Source: an optimization exercise on an open RTL-to-GDS flow (aim: small area, a short achievable clock period and few clock cycles per item). Production flows keep margins and buffers that such runs may drop. At most, simulation tests tie the RTL to the original design; equivalence was not proved. Power is estimated from default activity; no workload was simulated.

## violet
==> flow/design.v (excerpt) <==
module Complex_Multiplier (
	input clk,
	input rst,
	input signed  [7:0] Re_in_1,
	input signed  [7:0] Im_in_1,
	input signed  [7:0] Re_in_2,
	input signed  [7:0] Im_in_2,
	input signed  [1:0] data_valid_in,
	output signed [15:0] Re_out,
	output signed [15:0] Im_out,
	output signed [1:0] data_valid_out
);
==> flow/config.mk <==
export PLATFORM = sky130hd
export DESIGN_NAME = Complex_Multiplier
export DESIGN_NICKNAME = Complex_Multiplier
export VERILOG_FILES = /design/flow/design.v
export SDC_FILE = /design/flow/constraint.sdc
export NUM_CORES = 4
export LEC_CHECK = 0
export CAP_MARGIN = 20
export CORE_MARGIN = 2
export CORE_UTILIZATION = 60
export CTS_BUF_LIST = sky130_fd_sc_hd__clkbuf_4 sky130_fd_sc_hd__clkbuf_8
export PLACE_DENSITY = 0.8
export SETUP_SLACK_MARGIN = 1.2
export SLEW_MARGIN = 20
export SYNTH_HIERARCHICAL = 1
==> flow/constraint.sdc <==
create_clock -name core_clock -period 5.0 [get_ports {clk}]
set_input_delay 1.0000 -clock core_clock [delete_from_list [all_inputs] [get_ports {clk}]]
set_output_delay 1.0000 -clock core_clock [all_outputs]
set_load 0.01 [all_outputs]
standard.sh (not shown) runs the stock make flow with config.mk's settings and CLKGATE_MAP_FILE= SYNTH_SCRIPT=/design/flow/synth_recipe.tcl, a recipe that flattens the netlist after the stock synthesis.
==> flow/flow/run.sh <==
#!/bin/bash
# The standard ORFS flow (standard.sh) with these changes:
#  - port buffers are sky130_fd_sc_hd__buf_2 cells instead of the default
#    delay buffers;
#  - before floorplanning, combinational cells start at drive strength 1
#    (flow/downsize.tcl); the flow's repair steps upsize where needed;
#  - extra make variables, one per line, from flow/make_args.txt if present.
# Each tool's log stays under orfs/logs/; make's own output goes to run_make.log.
set -euo pipefail
here=$(pwd)
extra=()
if [[ -f flow/make_args.txt ]]; then
  while IFS= read -r line; do
    [[ -n "$line" ]] && extra+=("$line")
  done < flow/make_args.txt
fi
bash standard.sh \
  "BUFFER_PORTS_ARGS=-buffer_cell sky130_fd_sc_hd__buf_2" \
  "PRE_FLOORPLAN_TCL=$here/flow/downsize.tcl" \
  "${extra[@]}" \
  finish > run_make.log 2>&1
==> flow/flow/downsize.tcl <==
# PRE_FLOORPLAN hook: start every combinational cell of the synthesized netlist
# at drive strength 1; the flow's own repair steps upsize cells where timing
# or slew needs it. Flip-flops keep the cell synthesis gave them.
set n_down 0
foreach inst [get_cells *] {
  set ref [get_property $inst ref_name]
  if { [regexp {^(sky130_fd_sc_hd__[a-z0-9]+)_([0-9]+)$} $ref -> base size] } {
    if { $size <= 1 || [string match "*__df*" $base] || [string match "*__conb*" $base] } {
      continue
    }
    set cand [get_lib_cells -quiet */${base}_1]
    if { [llength $cand] > 0 } {
      replace_cell $inst [lindex $cand 0]
      incr n_down
    }
  }
}
puts "downsize.tcl: $n_down cells set to drive strength 1"
#### Input delta (nickel over violet)
Settings: clearing PLACE_DENSITY, which used to be 0.8.
diff --git a/flow/flow/run.sh b/flow/flow/run.sh
--- a/flow/flow/run.sh
+++ b/flow/flow/run.sh
@@ -3 +3 @@
-#  - port buffers are sky130_fd_sc_hd__buf_2 cells instead of the default
+#  - port buffers are sky130_fd_sc_hd__buf_1 cells instead of the default
@@ -18 +18 @@
-  "BUFFER_PORTS_ARGS=-buffer_cell sky130_fd_sc_hd__buf_2" \
+  "BUFFER_PORTS_ARGS=-buffer_cell sky130_fd_sc_hd__buf_1" \
[summary]
- nickel reached the end of the flow, and the finished layout is clean on the timing, design-rule and antenna checks.
- Looking only at share of cells above drive strength 1, and setting everything else aside, the lower value of violet and nickel goes to nickel.
- Diff violet -> nickel | final weighted congestion in routability-driven placement | up by a few percent
- Delta(pre-CTS setup slack, nickel - violet) < 0
- [compare] base=violet new=nickel: routed wire length rose by 0.94%; cell area saw an increase; final cycle utilization of the critical path climbed 0.25 points.
- Going from violet to nickel, met3 usage in global routing went down, initial standard-cell utilization of the core now sits at about the same level, static leakage lost 0.017 nW, global-route usage moved up.
- Count of plain and timing-repair buffers in the layout sits higher in nickel than in violet.
--- input diff nickel..willow ---
Settings: setting GPL_ROUTABILITY_DRIVEN to 0 for the first time.
diff --git a/flow/flow/run.sh b/flow/flow/run.sh
--- a/flow/flow/run.sh
+++ b/flow/flow/run.sh
@@ -3 +3 @@
-#  - port buffers are sky130_fd_sc_hd__buf_1 cells instead of the default
+#  - port buffers are sky130_fd_sc_hd__buf_2 cells instead of the default
@@ -18 +18 @@
-  "BUFFER_PORTS_ARGS=-buffer_cell sky130_fd_sc_hd__buf_1" \
+  "BUFFER_PORTS_ARGS=-buffer_cell sky130_fd_sc_hd__buf_2" \
[summary]
- Status: flip-flop and latch share of the layout cell area parity (willow, nickel)
- In terms of quantity of I/O buffers inserted on ports, nickel and willow differ only marginally.
- [willow] buffering overhead fell 0.54 points relative to nickel
- Delta (willow minus nickel): final worst-path setup slack climbed 0.0032 ns; final area dropped 0.73%; number of DRC markers in iteration 0 climbed about 40%; total wirelength of the detailed-routed design dropped 1.9%.
Inputs modified between willow and tundra:
Settings: clearing SETUP_SLACK_MARGIN, which used to be 1.2; clearing GPL_ROUTABILITY_DRIVEN, which used to be 0.
==> summary.txt <==
A highest-delay cell along the critical path of sky130_fd_sc_hd__fa_1 is what willow shows, while sky130_fd_sc_hd__o21ai_1 belongs to tundra. tundra vs. willow: maximum frequency has decreased, detail-routed net length per standard cell has decreased, top-level port count has remained practically unchanged, first-pass GRT wire length has remained practically unchanged. tundra vs willow, final-stage net count went down by 1.8%. The ratio of total power to cell area of tundra exceeds that of willow by 2.9%.
No run of this note included a check of the RTL's function; only the layout flow was run.


Another version of the RTL of Complex_Multiplier (not shown whole).
Size: about 70 I/O pins.
export LEC_CHECK = 0
export CAP_MARGIN = 20
export CORE_MARGIN = 2
export CORE_UTILIZATION = 60
export CTS_BUF_LIST = sky130_fd_sc_hd__clkbuf_4 sky130_fd_sc_hd__clkbuf_8
export SETUP_SLACK_MARGIN = 1.2
export SLEW_MARGIN = 20
export SYNTH_HIERARCHICAL = 1
create_clock -name core_clock -period 5.0 [get_ports {clk}]
==> flow/flow/run.sh <==
#!/bin/bash
# The standard ORFS flow (standard.sh) with these changes:
#  - port buffers are sky130_fd_sc_hd__buf_2 cells instead of the default
#    delay buffers;
#  - before floorplanning, combinational cells start at drive strength 1
#    (flow/downsize.tcl); the flow's repair steps upsize where needed;
#  - extra make variables, one per line, from flow/make_args.txt if present.
# Each tool's log stays under orfs/logs/; make's own output goes to run_make.log.
set -euo pipefail
here=$(pwd)
extra=()
if [[ -f flow/make_args.txt ]]; then
  while IFS= read -r line; do
    [[ -n "$line" ]] && extra+=("$line")
  done < flow/make_args.txt
fi
bash standard.sh \
  "BUFFER_PORTS_ARGS=-buffer_cell sky130_fd_sc_hd__buf_2" \
  "PRE_FLOORPLAN_TCL=$here/flow/downsize.tcl" \
  "${extra[@]}" \
  finish > run_make.log 2>&1
Scripts as last shown in full above: flow/flow/downsize.tcl
The baseline completed without violations.
Testbench counts at the start, summed over its fixed seeds: cycles 2,400, items 2,400.
Then changed:
==> flow/flow/run.sh (replaced) <==
#!/bin/bash
# The standard ORFS flow (standard.sh) with two changes:
#  - port buffers are sky130_fd_sc_hd__buf_2 cells instead of the default
#    delay buffers;
#  - before floorplanning, combinational cells start at drive strength 1
#    (flow/downsize.tcl); the flow's repair steps upsize where needed.
# Each tool's log stays under orfs/logs/; make's own output goes to run_make.log.
set -euo pipefail
here=$(pwd)
bash standard.sh \
  "BUFFER_PORTS_ARGS=-buffer_cell sky130_fd_sc_hd__buf_2" \
  "PRE_FLOORPLAN_TCL=$here/flow/downsize.tcl" \
  finish > run_make.log 2>&1
Settings changed: CORE_UTILIZATION 60 to 40.
Outcome:
- global-route usage goes down by 10 points
- worst hold slack gains 0.012 ns
- fmax goes down slightly
- wire length goes up slightly
- synthesized cell count stays the same
- critical path depth is unchanged
- design area goes up by a few percent
- setup slack loses 0.013 ns
Then changed:
==> flow/flow/run.sh (replaced) <==
#!/bin/bash
# The standard ORFS flow (standard.sh) with these changes:
#  - port buffers are sky130_fd_sc_hd__buf_2 cells instead of the default
#    delay buffers;
#  - before floorplanning, combinational cells start at drive strength 1
#    (flow/downsize.tcl); the flow's repair steps upsize where needed;
#  - extra make variables, one per line, from flow/make_args.txt if present.
# Each tool's log stays under orfs/logs/; make's own output goes to run_make.log.
set -euo pipefail
here=$(pwd)
extra=()
if [[ -f flow/make_args.txt ]]; then
  while IFS= read -r line; do
    [[ -n "$line" ]] && extra+=("$line")
  done < flow/make_args.txt
fi
bash standard.sh \
  "BUFFER_PORTS_ARGS=-buffer_cell sky130_fd_sc_hd__buf_2" \
  "PRE_FLOORPLAN_TCL=$here/flow/downsize.tcl" \
  "${extra[@]}" \
  finish > run_make.log 2>&1
Settings changed: CORE_UTILIZATION 40 to 60, CTS_BUF_LIST sky130_fd_sc_hd__clkbuf_4 sky130_fd_sc_hd__clkbuf_8 to sky130_fd_sc_hd__clkbuf_2 sky130_fd_sc_hd__clkbuf_4.
Non-clock buffer count fell by 2.
Sequential share of layout area rose by 0.42 points.
Power stays flat.
Die area fell by 32%.
Design area drops by 2.9%.
Wire length came out lower by about 2%.
Utilization rises by 22 points.
Setup slack improved by 0.011 ns.
Via count climbs by 0.79%.
Combinational power is about the same.
Then changed:
Settings changed: CTS_BUF_LIST sky130_fd_sc_hd__clkbuf_2 sky130_fd_sc_hd__clkbuf_4 to sky130_fd_sc_hd__clkbuf_8.
Outcome: Routed wire length hardly moves. First-iteration DRC count fell by 17%. Non-clock buffer count drops by 5. Hold slack gains 0.10 ns. Die area does not change. Clock-buffer cell count stays the same. Maximum frequency barely changes. Final cell count fell by 0.53%. Global-route usage hardly moves. Worst setup slack hardly moves. Utilization increases by 0.48 points.

-- re-timing with driven ports --
The results above use ideal ports. As a check the final layouts listed here were re-extracted and re-timed, cells and wires unchanged. Step 1 sets driving cells, clkbuf_16 on the clock port and buf_2 on the other inputs (assumed; they add their load-dependent delay and slew). Step 2 also shifts input and output timing later by t, the mid clock arrival at the registers, as if the neighbouring blocks saw the same clock. a / b / c = ideal / step 1 / step 2; a / b = the first two.
| run | t (ns) | setup WS [ns] | worst setup path after step 2 | worst register clock-pin slew, ns |
|---|---|---|---|---|
| violet | 0.395 | 1.285 / 1.293 / 0.898 | input to register | 0.07 / 0.07 |
| nickel | 0.399 | 1.273 / 1.271 / 0.872 | input to register | 0.07 / 0.07 |
| willow | 0.398 | 1.276 / 1.274 / 0.876 | input to register | 0.07 / 0.07 |
| tundra | 0.388 | 0.718 / 0.730 / 0.342 | input to register | 0.07 / 0.07 |
| the first run of note 2 | 0.398 | 1.290 / 1.292 / 0.894 | input to register | 0.07 / 0.07 |
| the second run of note 2 | 0.394 | 1.276 / 1.279 / 0.885 | input to register | 0.07 / 0.07 |
| the third run of note 2 | 0.486 | 1.287 / 1.296 / 0.809 | input to register | 0.11 / 0.11 |
| the fourth run of note 2 | 0.398 | 1.290 / 1.292 / 0.894 | input to register | 0.07 / 0.07 |
After both steps setup and hold are still met in every run listed. For the third run of note 2, which loses most, drivers alone change the setup slack by +0.009 ns; drivers and shift together by -0.478 ns.
